Source: an optimization exercise on an open RTL-to-GDS flow (aim: small area). Production flows keep margins and buffers that such runs may drop. In this exercise RTL edits were held to simulation tests only and were not proved equivalent to the original. No activity file was given, so power comes from the tool's default toggle rates.

--- design/flow/config.mk ---
export PLATFORM = sky130hd
export DESIGN_NAME = Nexys3fpga
export DESIGN_NICKNAME = Nexys3fpga
export VERILOG_FILES = /design/flow/design.v
export SDC_FILE = /design/flow/constraint.sdc
export NUM_CORES = 4
export LEC_CHECK = 0
export CAP_MARGIN = 20
export CORE_MARGIN = 2
export CORE_UTILIZATION = 40
export SLEW_MARGIN = 20
--- design/flow/constraint.sdc ---
create_clock -name core_clock -period 10.0 [get_ports {clk100}]
set_input_delay 2.0000 -clock core_clock [delete_from_list [all_inputs] [get_ports {clk100}]]
set_output_delay 2.0000 -clock core_clock [all_outputs]
set_load 0.01 [all_outputs]
--- design/flow/design.v ---
`timescale  1 ns / 1 ns
module debounce (
	input				clk,				 
	input				rst,				 
	input 		[4:0]	pbtn_in,			 
	input 		[7:0]	switch_in,			 
	output reg	[4:0]	pbtn_db, 	 
	output reg	[7:0]	swtch_db		 
);
	parameter simulate = 0;
    localparam debounce_cnt = simulate ? 22'd5           
                                       : 22'd4_000_000;  
	reg [21:0]	db_count;	 
	reg [4:0]	shift_pb0, shift_pb1, shift_pb2, shift_pb3, shift_pb4;
	reg [3:0]	shift_swtch0, shift_swtch1, shift_swtch2, shift_swtch3;	
    reg [3:0]	shift_swtch4, shift_swtch5, shift_swtch6, shift_swtch7;
	always @(posedge clk)
	begin 
		if (rst || db_count == debounce_cnt)
			db_count <= 1'b0;	 
		else
			db_count <= db_count + 1'b1;
	end
	always @(posedge clk) 
	if (rst) begin
		pbtn_db <= 5'h0;
		swtch_db <= 8'h0;
		shift_pb0 <= 5'h0; shift_pb1 <= 5'h0; shift_pb2 <= 5'h0; shift_pb3 <= 5'h0; shift_pb4 <= 5'h0;
		shift_swtch0 <= 4'h0; shift_swtch1 <= 4'h0; shift_swtch2 <= 4'h0; shift_swtch3 <= 4'h0;
		shift_swtch4 <= 4'h0; shift_swtch5 <= 4'h0; shift_swtch6 <= 4'h0; shift_swtch7 <= 4'h0;
	end
	else begin
		if (db_count == debounce_cnt) begin	 
			shift_pb0	<= (shift_pb0 << 1) | pbtn_in[0];		
			shift_pb1	<= (shift_pb1 << 1) | pbtn_in[1];		
			shift_pb2	<= (shift_pb2 << 1) | pbtn_in[2];		
			shift_pb3	<= (shift_pb3 << 1) | pbtn_in[3];
			shift_pb4 	<= (shift_pb4 << 1) | pbtn_in[4]; 
			shift_swtch0 <= (shift_swtch0 << 1) | switch_in[0];
			shift_swtch1 <= (shift_swtch1 << 1) | switch_in[1];
			shift_swtch2 <= (shift_swtch2 << 1) | switch_in[2];
			shift_swtch3 <= (shift_swtch3 << 1) | switch_in[3];
			shift_swtch4 <= (shift_swtch4 << 1) | switch_in[4];
			shift_swtch5 <= (shift_swtch5 << 1) | switch_in[5];
			shift_swtch6 <= (shift_swtch6 << 1) | switch_in[6];
			shift_swtch7 <= (shift_swtch7 << 1) | switch_in[7];
		end
		case(shift_pb0) 4'b0000: pbtn_db[0] <= 0; 4'b1111: pbtn_db[0] <= 1; endcase
		case(shift_pb1) 4'b0000: pbtn_db[1] <= 0; 4'b1111: pbtn_db[1] <= 1; endcase
		case(shift_pb2) 4'b0000: pbtn_db[2] <= 0; 4'b1111: pbtn_db[2] <= 1; endcase
		case(shift_pb3) 4'b0000: pbtn_db[3] <= 0; 4'b1111: pbtn_db[3] <= 1; endcase
		case(shift_pb4) 4'b0000: pbtn_db[4] <= 0; 4'b1111: pbtn_db[4] <= 1; endcase
		case(shift_swtch0) 4'b0000: swtch_db[0] <= 0;  4'b1111: swtch_db[0] <= 1; endcase
		case(shift_swtch1) 4'b0000: swtch_db[1] <= 0;  4'b1111: swtch_db[1] <= 1; endcase
		case(shift_swtch2) 4'b0000: swtch_db[2] <= 0;  4'b1111: swtch_db[2] <= 1; endcase
		case(shift_swtch3) 4'b0000: swtch_db[3] <= 0;  4'b1111: swtch_db[3] <= 1; endcase	
		case(shift_swtch4) 4'b0000: swtch_db[4] <= 0;  4'b1111: swtch_db[4] <= 1; endcase
		case(shift_swtch5) 4'b0000: swtch_db[5] <= 0;  4'b1111: swtch_db[5] <= 1; endcase
		case(shift_swtch6) 4'b0000: swtch_db[6] <= 0;  4'b1111: swtch_db[6] <= 1; endcase
		case(shift_swtch7) 4'b0000: swtch_db[7] <= 0;  4'b1111: swtch_db[7] <= 1; endcase
	end
endmodule
module sevensegment (
	input 				clk,					 
	input 				rst,					 
	input 				reset,					 
	input		[4:0]	d0, d1, d2, d3,			 
	input		[3:0]	dp,						 
	output reg	[7:0]	seg,		 
	output reg	[3:0]	an,			 
	output	    [31:0]	digits_out		 
);
	reg [17:0]		clk_cnt;
	assign digits_out = 32'b0;	
	wire [7:0]		dig0, dig1, dig2, dig3;			 
    parameter simulate = 0;
    localparam clock_cnt = simulate ? 18'd5			 
                                    : 18'd200_000;	 
	localparam digit1 = 4'b1110;
	localparam digit2 = 4'b1101;
	localparam digit3 = 4'b1011;
	localparam digit4 = 4'b0111;
	always @ (posedge clk) begin
		if (rst || reset || (clk_cnt == clock_cnt))
			clk_cnt <= 1'b0;
		else 
			clk_cnt <= clk_cnt + 1'b1 ;
	end
	always @ (posedge clk) begin
		if (rst || reset) 
			an <= digit1;
		else if (clk_cnt == clock_cnt)
			case (an)
				digit1: an <= digit2;
				digit2: an <= digit3;
				digit3: an <= digit4;
				digit4: an <= digit1;
				default: an <= digit1;
			endcase
	end
	always @ (posedge clk) begin
		if (rst)
			seg <= 8'b11111111;
		else
		case (an) 
			digit1: seg <= dig0;
			digit2: seg <= dig1;
			digit3: seg <= dig2;
			digit4: seg <= dig3;
			default: seg <= 8'b0;
		endcase
	end
Digit Digit0 (
	.clk(clk),
	.rst(rst),
	.d(d0),
	.dp(dp[0]),
	.seg(dig0)
);
Digit Digit1 (
	.clk(clk),
	.rst(rst),
	.d(d1),
	.dp(dp[1]),
	.seg(dig1)
);
Digit Digit2 (
	.clk(clk),
	.rst(rst),
	.d(d2),
	.dp(dp[2]),
	.seg(dig2)
);
Digit Digit3 (
	.clk(clk),
	.rst(rst),
	.d(d3),
	.dp(dp[3]),
	.seg(dig3)
);
endmodule
module Digit (
	input 				clk,
	input 				rst,		 
	input 		[4:0]	d,			 
	input				dp,			 
	output reg	[7:0]	seg 		 
);
localparam zero	= 7'b1000000;
localparam one	= 7'b1111001;
localparam two	= 7'b0100100;
localparam three = 7'b0110000;
localparam four = 7'b0011001;
localparam five = 7'b0010010;
localparam six = 7'b0000010;
localparam seven = 7'b1111000;
localparam eight = 7'b0000000;
localparam nine = 7'b0010000;
localparam A = 7'b0001000;
localparam B = 7'b0000011;
localparam C = 7'b1000110;
localparam D = 7'b0100001;
localparam E = 7'b0000110;
localparam F = 7'b0001110;
localparam seg_a = 7'b1111110;
localparam seg_b = 7'b1111101;
localparam seg_c = 7'b1111011;
localparam seg_d = 7'b1110111;
localparam seg_e = 7'b1101111;
localparam seg_f = 7'b1011111;
localparam seg_g = 7'b0111111;
localparam upH = 7'b0001001;
localparam upL = 7'b1000111;
localparam upR = 7'b0001000;
localparam lol = 7'b1001111;
localparam lor = 7'b0101111;
localparam  blank = 7'b1111111;
always @ (posedge clk) begin
	if (rst)
		seg <= 8'b0;
	else
	case (d)
		5'd00: seg <= {~dp,zero};
		5'd01: seg <= {~dp,one};
		5'd02: seg <= {~dp,two};
		5'd03: seg <= {~dp,three};
		5'd04: seg <= {~dp,four};
		5'd05: seg <= {~dp,five};
		5'd06: seg <= {~dp,six};
		5'd07: seg <= {~dp,seven};
		5'd08: seg <= {~dp,eight};
		5'd09: seg <= {~dp,nine};
		5'd10: seg <= {~dp,A};
		5'd11: seg <= {~dp,B};
		5'd12: seg <= {~dp,C};
		5'd13: seg <= {~dp,D};
		5'd14: seg <= {~dp,E};
		5'd15: seg <= {~dp,F};
		5'd16: seg <= {~dp,seg_a};
		5'd17: seg <= {~dp,seg_b};
		5'd18: seg <= {~dp,seg_c};
		5'd19: seg <= {~dp,seg_d};
		5'd20: seg <= {~dp,seg_e};
		5'd21: seg <= {~dp,seg_f};
		5'd22: seg <= {~dp,seg_g};
		5'd24: seg <= {~dp,upH};
		5'd25: seg <= {~dp,upL};
		5'd26: seg <= {~dp,upR};
		5'd27: seg <= {~dp,lol};
		5'd28: seg <= {~dp,lor};		
		default: seg <= {~dp,blank};
	endcase
end
endmodule
`timescale  1 ns / 1 ns
module code_converter(
    input clk, rst, reset, left_fwd, left_rev, right_fwd, right_rev,
    output reg [2:0] motion_mode
    );
  parameter  STOP = 3'b000;
  parameter  R_1X = 3'b001;
  parameter  R_2X = 3'b010;
  parameter  L_1X = 3'b011;
  parameter  L_2X = 3'b100;
  parameter  FWD  = 3'b101;
  parameter  REV  = 3'b110;
  parameter  simulate = 0;
  localparam rojobot_cnt = simulate ? 26'd5			 
                                      : 26'd19_999_999;  
	reg [25:0]	ck_count;	 
	reg 		tick5hz;		 
	always @(posedge clk) begin
		if (rst) begin
		    tick5hz <= 1'b0;
		    ck_count <= 0;
		end
		else if (ck_count == rojobot_cnt) begin
		    tick5hz <= 1'b1;
		    ck_count <= 0;
		end
		else begin
		    ck_count <= ck_count + 1'b1;
		    tick5hz <= 0;
    end
  end    
	always @(posedge clk) begin
		if (rst || reset) begin
			motion_mode <= 3'b000;
		end
		else begin
			if (tick5hz) 
			begin
			  case ({left_fwd, left_rev, right_fwd, right_rev})					
						4'b0000: motion_mode <= STOP; 
						4'b1000: motion_mode <= R_1X;
						4'b0001: motion_mode <= R_1X;
						4'b1001: motion_mode <= R_2X;
						4'b0010: motion_mode <= L_1X;
						4'b0100: motion_mode <= L_1X;
						4'b0110: motion_mode <= L_2X;
						4'b1010: motion_mode <= FWD;
						4'b0101: motion_mode <= REV;
						default: motion_mode <= STOP;
				endcase
			end	 
	  end 
  end  
endmodule
`timescale  1 ns / 1 ns
module compass_indicator(
    input clk, rst, reset, 
    input [2:0] motion_mode , 
    output reg [4:0] d1,d2,d3    
    );
  parameter  STOP = 3'b000;
  parameter  R_1X = 3'b001;
  parameter  R_2X = 3'b010;
  parameter  L_1X = 3'b011;
  parameter  L_2X = 3'b100;
  parameter  FWD  = 3'b101;
  parameter  REV  = 3'b110;
  parameter  simulate = 0;
  localparam rojobot_cnt_5 = simulate ? 26'd5			 
                                      : 26'd19_999_999;  
  localparam rojobot_cnt_10 = simulate ? 26'd10			 
                                      : 26'd9_999_999;  
	reg [25:0]	ck_count;	 
	reg [25:0]	ck_count_2;
	reg 		tick5hz;		 
	reg 		tick10hz;		 
	always @(posedge clk) begin
		if (rst) begin
		    tick5hz <= 1'b0;
		    ck_count <= 0;
		end
		else if (ck_count == rojobot_cnt_5) begin
		    tick5hz <= 1'b1;
		    ck_count <= 0;
		end
		else begin
		    ck_count <= ck_count + 1'b1;
		    tick5hz <= 0;
    end
  end
	always @(posedge clk) begin
		if (rst) begin
		    tick10hz <= 1'b0;
		    ck_count_2 <= 0;
		end
		else if (ck_count_2 == rojobot_cnt_10) begin
		    tick10hz <= 1'b1;
		    ck_count_2 <= 0;
		end
		else begin
		    ck_count_2 <= ck_count_2 + 1'b1;
		    tick10hz <= 0;
    end 
  end
	always @(posedge clk) begin
		if (rst || reset) begin
			d1 <= 3'b000;
			d2 <= 3'b000;
			d3 <= 3'b000;
		end
		else begin			
				case (motion_mode)
					STOP | FWD | REV : begin
					      d1 <= d1;
					      d2 <= d2;
					      d3 <= d3;  
					  end
					R_1X : begin 
					   if (tick5hz) begin  
					     if (d1 == 0 && d2 == 0 && d3 == 0) begin
				           d3 <= 5'd3;
				           d2 <= 5'd5;
				           d1 <= 5'd9;
					       end
					      else begin
					         if (d1 == 0 && d2 == 0) begin
					           d3 <= d3 - 1'b1;
					           d2 <= 5'd9;
					           d1 <= 5'd9;
					         end
					         else begin
					           if(d1 == 0) begin
					             d3 <= d3;
					             d2 <= d2 - 1'b1;
					             d1 <= 5'd9;
					           end
					           else begin
					             d3 <= d3;
					             d2 <= d2;
					             d1<= d1 - 1'b1;
					           end
					          end
					      end
					   end
					end
					L_1X : begin
					  if (tick5hz) begin
					     if (d1 == 9 && d2 == 5 && d3 == 3) begin
				           d3 <= 5'd0;
				           d2 <= 5'd0;
				           d1 <= 5'd0;
					       end
					     else begin
					         if (d1 == 9 && d2 == 9) begin
					           d3 <= d3 + 1'b1;
					           d2 <= 5'd0;
					           d1 <= 5'd0;
					         end
					         else begin
					           if(d1 == 9) begin
					             d3 <= d3;
					             d2 <= d2 + 1'b1;
					             d1 <= 5'd0;
					           end
					           else begin
					             d3 <= d3;
					             d2 <= d2;
					             d1<= d1 + 1'b1;
					           end
					         end
					     end
					  end
					end				  
					R_2X : begin
					   if (tick10hz) begin   
					     if (d1 == 0 && d2 == 0 && d3 == 0) begin
				           d3 <= 5'd3;
				           d2 <= 5'd5;
				           d1 <= 5'd9;
					      end
					      else begin
					         if (d1 == 0 && d2 == 0) begin
					           d3 <= d3 - 1'b1;
					           d2 <= 5'd9;
					           d1 <= 5'd9;
					         end
					         else begin
					           if(d1 == 0) begin
					             d3 <= d3;
					             d2 <= d2 - 1'b1;
					             d1 <= 5'd9;
					           end
					           else begin
					             d3 <= d3;
					             d2 <= d2;
					             d1<= d1 - 1'b1;
					           end
					         end
					      end
					   end
					end
					L_2X : begin
					  if (tick10hz) begin
					     if (d1 == 9 && d2 == 5 && d3 == 3) begin
				           d3 <= 5'd0;
				           d2 <= 5'd0;
				           d1 <= 5'd0;
					       end
					     else begin
					         if (d1 == 9 && d2 == 9) begin
					           d3 <= d3 + 1'b1;
					           d2 <= 5'd0;
					           d1 <= 5'd0;
					         end
					         else begin
					           if(d1 == 9) begin
					             d3 <= d3;
					             d2 <= d2 + 1'b1;
					             d1 <= 5'd0;
					           end
					           else begin
					             d3 <= d3;
					             d2 <= d2;
					             d1<= d1 + 1'b1;
					           end
					         end
					     end
					  end
					end			  
				endcase				  
   	end
	end
	endmodule
`timescale  1 ns / 1 ns
module motion_FSM(
    input [2:0] motion_mode,
    input clk, rst, reset,
	output reg [4:0] LED
    );
  parameter  STOP = 3'b000;
  parameter  RIGHT_1x = 3'b001;
  parameter  RIGHT_2x = 3'b010;
  parameter  LEFT_1x = 3'b011;
  parameter  LEFT_2x = 3'b100;
  parameter  FORWARD  = 3'b101;
  parameter  REVERSE  = 3'b110;
  parameter simulate = 0;
	reg [25:0]	ck_count;	 
	reg [26:0] ck_count_2;
	reg 		tick5hz;		 
	reg 		tick2hz;		 
	reg [7:0] State, NextState;
localparam bot_cnt_5 = simulate ? 26'd5					 
                                  : 26'd19_999_999;		 
localparam bot_cnt_2 = simulate ? 26'd5					
                                  : 26'd49_999_999;		 
parameter 
		A 		= 5'd16,
		B 		= 5'd17,
		C 		= 5'd18,
		D 		= 5'd19,
		E 		= 5'd20,
		F 		= 5'd21,
		G 		= 5'd22,								  
		BLANK 	= 5'd23,
		segment_a 	=	8'b00000001,
		segment_b 	=	8'b00000010,
		segment_c 	=	8'b00000100,
		segment_d 	=	8'b00001000,
		segment_e 	=	8'b00010000,
		segment_f 	=	8'b00100000,
		segment_g 	=	8'b01000000,
		no_segment =	8'b10000000;
always @(posedge clk)
begin
if (rst)
	State <= 8'b0;
else if (reset)
	State <= no_segment;
else
	State <= NextState;
end	
	always @(posedge clk)
		if (rst) begin
		    tick5hz <= 1'b0;
		    ck_count <= 0;
		end
		else if (ck_count == bot_cnt_5) begin
		    tick5hz <= 1'b1;
		    ck_count <= 0;
		end
		else 
		begin
		    ck_count <= ck_count + 1'b1;
		    tick5hz <= 0;
      end
	always @(posedge clk)
		if (rst) begin
		    tick2hz <= 1'b0;
		    ck_count_2 <= 0;
		end
		else if (ck_count_2 == bot_cnt_2) begin
		    tick2hz <= 1'b1;
		    ck_count_2 <= 0;
		end
		else begin
		    ck_count_2 <= ck_count_2 + 1'b1;
		    tick2hz <= 0;
      end
	always @*
	begin
		case (State)
			segment_a: 	LED = A;
			segment_b: 	LED = B;
			segment_c: 	LED = C;
			segment_d: 	LED = D;
			segment_e: 	LED = E;
			segment_f: 	LED = F;
			segment_g: 	LED = G;
			no_segment: LED = BLANK;
			default:    LED = BLANK;
	  endcase
	end
	always @ (posedge clk)
	begin
		if (rst)
			NextState <= 8'b0;
		else
		case (State)
			segment_a:
			begin
				if		(STOP) 					NextState <= segment_g;
				else if (RIGHT_1x && tick5hz) 	NextState <= segment_b;
				else if (RIGHT_2x)				NextState <= segment_b;
				else if (LEFT_1x  && tick5hz) 	NextState <= segment_f;			
				else if (LEFT_2x)				NextState <= segment_f;
				else if (FORWARD) begin
					 if (tick2hz)    	NextState <= no_segment;
                     else                    	NextState <= segment_a;
            end
				else if (REVERSE) begin
                     if (tick2hz)  		NextState <= no_segment;
                     else                  		NextState <= segment_d;
                     end
				else 							NextState <= no_segment;	
			end
			segment_b:
			begin
				if		(STOP) 					NextState <= segment_g;
				else if (RIGHT_1x && tick5hz) 	NextState <= segment_c;
				else if (RIGHT_2x)				NextState <= segment_c;
				else if (LEFT_1x  && tick5hz) 	NextState <= segment_a;			
				else if (LEFT_2x)				NextState <= segment_a;
				else if (FORWARD) begin
					 if (tick2hz)    	NextState <= no_segment;
                     else                    	NextState <= segment_a;
              end
				else if (REVERSE) begin
                     if (tick2hz)  		NextState <= no_segment;
                     else                  		NextState <= segment_d;
                     end
				else 							NextState <= no_segment;	
			end
			segment_c:
			begin
				if		(STOP) 					NextState <= segment_g;
				else if (RIGHT_1x && tick5hz) 	NextState <= segment_d;
				else if (RIGHT_2x)				NextState <= segment_d;
				else if (LEFT_1x  && tick5hz) 	NextState <= segment_b;			
				else if (LEFT_2x)				NextState <= segment_b;
				else if (FORWARD) begin
					 if (tick2hz)    	NextState <= no_segment;
                     else                    	NextState <= segment_a;
              end
				else if (REVERSE) begin
                     if (tick2hz)  		NextState <= no_segment;
                     else                  		NextState <= segment_d;
                       end
				else 							NextState <= no_segment;	
			end
			segment_d:
			begin
				if		(STOP) 					NextState <= segment_g;
				else if (RIGHT_1x && tick5hz) 	NextState <= segment_e;
				else if (RIGHT_2x)				NextState <= segment_e;
				else if (LEFT_1x  && tick5hz) 	NextState <= segment_c;			
				else if (LEFT_2x)				NextState <= segment_c;
				else if (FORWARD) begin
					 if (tick2hz)    	NextState <= no_segment;
                     else                    	NextState <= segment_a;
              end
				else if (REVERSE) begin
                     if (tick2hz)  		NextState <= no_segment;
                     else                  		NextState <= segment_d;
                       end
				else 							NextState <= no_segment;
			end
			segment_e:
			begin
				if		(STOP) 					NextState <= segment_g;
				else if (RIGHT_1x && tick5hz) 	NextState <= segment_f;
				else if (RIGHT_2x)				NextState <= segment_f;
				else if (LEFT_1x  && tick5hz) 	NextState <= segment_d;			
				else if (LEFT_2x)				NextState <= segment_d;
				else if (FORWARD) begin
					 if (tick2hz)    	NextState <= no_segment;
                     else                    	NextState <= segment_a;
              end
				else if (REVERSE) begin
                     if (tick2hz)  		NextState <= no_segment;
                     else                  		NextState <= segment_d;
                       end
				else 							NextState <= no_segment;	
			end
			segment_f:
			begin
				if		(STOP) 					NextState <= segment_g;
				else if (RIGHT_1x && tick5hz) 	NextState <= segment_a;
				else if (RIGHT_2x)				NextState <= segment_a;
				else if (LEFT_1x  && tick5hz) 	NextState <= segment_e;			
				else if (LEFT_2x)				NextState <= segment_e;
				else if (FORWARD) begin
					 if (tick2hz)    	NextState <= no_segment;
                     else                    	NextState <= segment_a;
              end
				else if (REVERSE) begin
                     if (tick2hz)  		NextState <= no_segment;
                     else                  		NextState <= segment_d;
                       end
				else 							NextState <= no_segment;	
			end
			segment_g:
			begin
				if		(STOP) 					NextState <= segment_g;
				else if (RIGHT_1x && tick5hz) 	NextState <= segment_b;
				else if (RIGHT_2x)				NextState <= segment_b;
				else if (LEFT_1x  && tick5hz) 	NextState <= segment_f;			
				else if (LEFT_2x)				NextState <= segment_f;
				else if (FORWARD) begin
					 if (tick2hz)    	NextState <= no_segment;
                     else                    	NextState <= segment_a;
              end
				else if (REVERSE) begin
                     if (tick2hz)  		NextState <= no_segment;
                     else                  		NextState <= segment_d;
                       end
				else 							NextState <= no_segment;	
			end
			no_segment:
			begin
				if		(STOP) 					NextState <= segment_g;
				else if (RIGHT_1x && tick5hz) 	NextState <= segment_a;
				else if (RIGHT_2x)				NextState <= segment_a;
				else if (LEFT_1x  && tick5hz) 	NextState <= segment_f;			
				else if (LEFT_2x)				NextState <= segment_f;
				else if (FORWARD) begin
					 if (tick2hz)    	NextState <= no_segment;
                     else                    	NextState <= segment_a;
            end
				else if (REVERSE) begin
                     if (tick2hz)  		NextState <= no_segment;
                     else                  		NextState <= segment_d;
                     end
				else 							NextState <= no_segment;	
			end
	endcase
	end
endmodule	
module Nexys3fpga (
	input 				clk100,          		 
	input				rst,					 
	input				btnl, btnr,				 
	input				btnu, btnd,				 
	input				btns,					 
	input	[7:0]		sw,						 
	output	[7:0]		led,  					 
	output 	[7:0]		seg,					 
	output	[3:0]		an						 
); 
	wire 	[7:0]		db_sw;					 
	wire 	[4:0]		db_btns;				 
	wire				sysclk;					 
	wire				sysreset;				 
	wire 	[4:0]		dig3, dig2, 
						dig1, dig0;				 
	wire 	[3:0]		decpts;					 
	wire 	[7:0]		chase_segs;				 
  wire [2:0] motion_mode;
	wire 	[31:0]		digits_out;				 
	assign	decpts = 4'b0100;					 
	assign	led = db_sw;					 
	assign	sysclk = clk100;
	assign 	sysreset = db_btns[0];
	debounce 	#(.simulate(1)) DB (
		.clk(sysclk),
		.rst(rst),	
		.pbtn_in({btnl,btnu,btnr,btnd,btns}),
		.switch_in(sw),
		.pbtn_db(db_btns),
		.swtch_db(db_sw)
	);	
	sevensegment #(.simulate(1)) SSB (
		.d0(dig0),
		.d1(dig1),
 		.d2(dig2),
		.d3(dig3),
		.dp(decpts),
		.seg(seg),			
		.an(an),				
		.clk(sysclk),
		.rst(rst),
		.reset(sysreset),
		.digits_out(digits_out)
	);
		code_converter #(.simulate(1)) CC(
      .clk(sysclk),
      .rst(rst),
		  .reset(sysreset),
		  .left_fwd(db_btns[4]),
      .left_rev(db_btns[3]), 
      .right_fwd(db_btns[2]),
      .right_rev(db_btns[1]),
      .motion_mode (motion_mode)  
    );
    compass_indicator #(.simulate(1)) CI(
     .clk(sysclk),
     .rst(rst),
		 .reset(sysreset),
     .motion_mode (motion_mode),
  		 .d1(dig1),
 		 .d2(dig2),
		 .d3(dig3)
    );
    motion_FSM #(.simulate(1)) MS(
    .clk(sysclk),
    .rst(rst),
		 .reset(sysreset),
     .motion_mode (motion_mode),
  		 .LED(dig0)    
    );
endmodule
--- design/flow/run.sh ---
#!/bin/bash
# synth_recipe.tcl (not shown) runs the flow's synth.tcl, then flattens the netlist and writes it again
# the make line also repeats each setting of config.mk as NAME=value (left out here)
make -C /OpenROAD-flow-scripts/flow DESIGN_CONFIG=/design/flow/config.mk WORK_HOME=/design/flow/orfs CLKGATE_MAP_FILE= SYNTH_SCRIPT=/design/flow/synth_recipe.tcl finish
==> results.yml <==
outcome:
  status: "timing/DRC/antenna clean"
layout:
  area_growth_pct: 11.5
  fill_cells: 3039
  nets: 1582
  fin_cells: 1958
  drive_gt1_share_pct: 7.46
  antenna_cells: 0
critical_path:
  critPathMaxStageDelay_ns: 0.61
  endpoint_kind: "output port"
  worst-path-buf-inv: 1
  crit_family: "buffers and inverters"
  cp_slowest_cell: "clkdlybuf4s50_1"
  cp.required_ns: 8.00
  arrival_ns: 1.65
  worst-setup-path-type: "flip-flop to output port"
  crit_fanout: 8
  r2r_slack_ns: 7.12
  crit_chain: "clkdlybuf4s50_1"
  critPathLaunchType: "flip-flop"
global_route:
  overflow: 0
  grt_max_degree: 74
  grt_pass1_vias: 9764
  track_usage_pct: 16.0
  grt_pass1_wl_um: 46500
  antenna_found_initial: 0
clock_network:
  cts_setup_buffers: 0
  cts_buffers: 28
  cts_sinks: 263
  tritoncts: "yes"
  clk-insertion-delay-late_ns: 0.54
  cts_root_buf: "clkbuf_16"
  cts_hold_buffers: 0
  h-tree-depth: 1
  clockBufferDepth: 3
  clkSlewWorstSetupHoldPaths_ns: 0.06
  cts-resized-gates: 0
power_and_ir_drop:
  p_leak_nw: 4.95
  power_density_nw_per_um2: 155
  vdd_drop_max_v: 0.000114
floorplanning:
  coreArea_um2: 31600
  initial_core_util_pct: 40.7
  dieHeight_um: 183
  die_area_um2: 33600
  num_rows: 65
  die_w_um: 183
  io-pin-count: 35
sta:
  tightestPinTransition_ns: 1.05
  finalWorstPathRequiredPeriod_ns: 3.65
  slew_headroom_pct: 29.5
  rsz0062_at_grt: "no"
  fin_setup_tns_ns: 0
  hold_viol_final: 0
  clock_skew_ns: 0.0133
  setup_ws_ns: 6.35
  finalCritPeriodShare_pct: 36.5
  clock.fmax_ghz: 0.274
  timing.final.max_slew_violations: 0
  setup_viol: 0
detailed_routing:
  drt_iter0_drc: 768
  routed_wl_um: 27300
  wl_per_cell_um: 13.9
  antenna_left: 0
  vias: 10600
  drc_errors: 0
  routed_via_density: 5.40
  drt_pass1_iterations: 6
yosys:
  synth_cell_types: 78
  yosys_warnings: 6
  synth_flop_cell: "dfxtp_1"
  synthArstFlopShare_pct: 0
  netlist_area_um2: 12900
  avgSynthCellArea_um2: 8.27
  syn_nets: 1601
  seq_area_frac_synth_pct: 40.9
  netlist_instances: 1555
  synth-edff-count: 0
  synth-seq-cells: 263
placement:
  io_buffer_count: 34
  globalplace.congestion: 0.836
  dpl.hpwl_um: 17800
  dp_worst_setup_slack_ns: 6.26
  dp.cells: 1908
job:
  cap_viol_max_count: 0
min_path:
  hold_class: "flip-flop to flip-flop"
-- power breakdown --
| group | internal [W] | switching, W | total, W |
|---|---|---|---|
| registers | 0.00106 | 0.0000105 | 0.00107 |
| logic | 0.0000289 | 0.0000488 | 0.0000777 |
| clock network | 0.000669 | 0.000408 | 0.00108 |
| total | 0.00176 | 0.000468 | 0.00223 |
-- flip-flops by register name, summed over array words and instances (netlist names), 6 cells and up --
signal / count
SSB.Digit3.seg: 8
DB.swtch_db: 8
CI.ck_count: 26
SSB.Digit1.seg: 7
MS.State: 7
DB.db_count: 22
CC.ck_count: 26
SSB.clk_cnt: 18
SSB.Digit2.seg: 7
SSB.seg: 8
CI.ck_count_2: 26
MS.NextState: 6
SSB.Digit0.seg: 7
-- metal layers --
metal	wire, um	share of wire, %	vias to the layer above	global-route usage, %
li1	-	-	5459	-
met1	13500	50	4868	22.1
met5	0	0	-	0
met4	610	2.2	0	4.70
met3	1050	3.9	48	2.26
met2	12100	44	201	26.0
-- stage by stage --
stage | cell area, um^2 | hold slack (ns) | power (W) | util (%)
finish | 14300 | 0.450 | 0.00223 | 45.3
global route | 14300 | 0.470 | 0.00231 | 45.3
CTS | 14300 | 0.450 | 0.00226 | 45.3
detailed placement | 13400 | 0.440 | 0.00117 | 42.3
global placement | 13400 | 0.436 | 0.00117 | 42.2
floorplan | 12900 | 0.424 | 0.00115 | -
-- cell families (layout without fill, tap and decap cells) --
kind of cell / count (synthesis) / in the layout / synth area share [%]
AOI/OAI and AO/OA: 336 / 336 / 17.0
xor gates and xnor gates: 115 / 115 / 7.83
adders and majority gates: 31 / 31 / 3.02
buffers and inverters: 134 / 135 / 4.44
DFF: 263 / 263 / 40.9
muxes: 7 / 7 / 0.652
and+or+nand+nor: 669 / 669 / 26.1
-- placed cells by master, fill, tap and decap left out, drive strengths merged, types with 31 or more instances in the layout --
master / Yosys / routed
clkbuf: 68 / 42
ha: 31 / 31
nand3: 55 / 55
o21ai: 66 / 66
inv: 37 / 37
nand2: 191 / 191
nor3: 41 / 41
clkdlybuf4s50: 0 / 33
dfxtp: 263 / 263
xor2: 71 / 71
xnor2: 44 / 44
nor2: 182 / 182
a21oi: 119 / 119
nand4: 39 / 39
-- synth_stat cells (all sizes together) (10+ instances only) --
library cell  number  area [um^2]
dfxtp            263         5270
nand2            191          767
nor2             182          683
a21oi            119          671
xor2              71          622
clkbuf            68          255
o21ai             66          330
nand3             55          275
xnor2             44          385
nor3              41          205
nand4             39          244
inv               37          139
ha                31          388
a31oi             26          163
nor4              26          181
and3              25          156
buf               25          161
and2              20          125
and4              19          166
a211oi            16          120
o31ai             13         97.6
o211ai            12         90.1
nor2b             11         68.8
a221oi            10          105
a22oi             10         75.1
nand2b            10         62.6
-- path summary, 6_finish.rpt --
path                                                 startpoint                         endpoint  cells past startpoint
worst max register to register        DB.db_count[8]$_SDFF_PP0_        DB.db_count[2]$_SDFF_PP0_                      6
worst max-delay path                     SSB.an[2]$_SDFFE_PP1P_                            an[2]                      1
worst min register to register  DB.shift_swtch1[3]$_SDFFE_PP0P_  DB.shift_swtch1[3]$_SDFFE_PP0P_                      2
worst min-delay path            DB.shift_swtch1[3]$_SDFFE_PP0P_  DB.shift_swtch1[3]$_SDFFE_PP0P_                      2
-- area by class of cell --
cell class	count	area [um^2]	share of cell area [%]
tap	402	503	3.51
clock inverter	8	144	1.00
multi-input combinational	1158	7040	49.1
inverter	41	154	1.07
clock buffer	42	825	5.75
sequential	263	5270	36.7
timing repair buffer	44	417	2.91

==> static timing again, ports no longer ideal <==
No port has a modelled driver above. Below, the same layout with a new extraction and two added sets of constraints. Step 1 assumes that a clkbuf_16 drives the clock port and a buf_2 every other input. Step 2 moves the port delays by t, midway between the first and last clock arrival at a register: inputs arrive t later, outputs are due t later. That takes back most of the time a late clock gives input paths. Three values: no drivers, after step 1, after step 2; two values: the first two.
t (ns): 0.577
slack for setup (ns): 6.347 / 6.299 / 6.233
worst setup path after step 2: input to register
worst register clock-pin slew, ns: 0.07 / 0.07
After both steps setup and hold are still met in this run. The setup slack of this run moves by -0.048 ns with the drivers and by -0.114 ns with both steps.
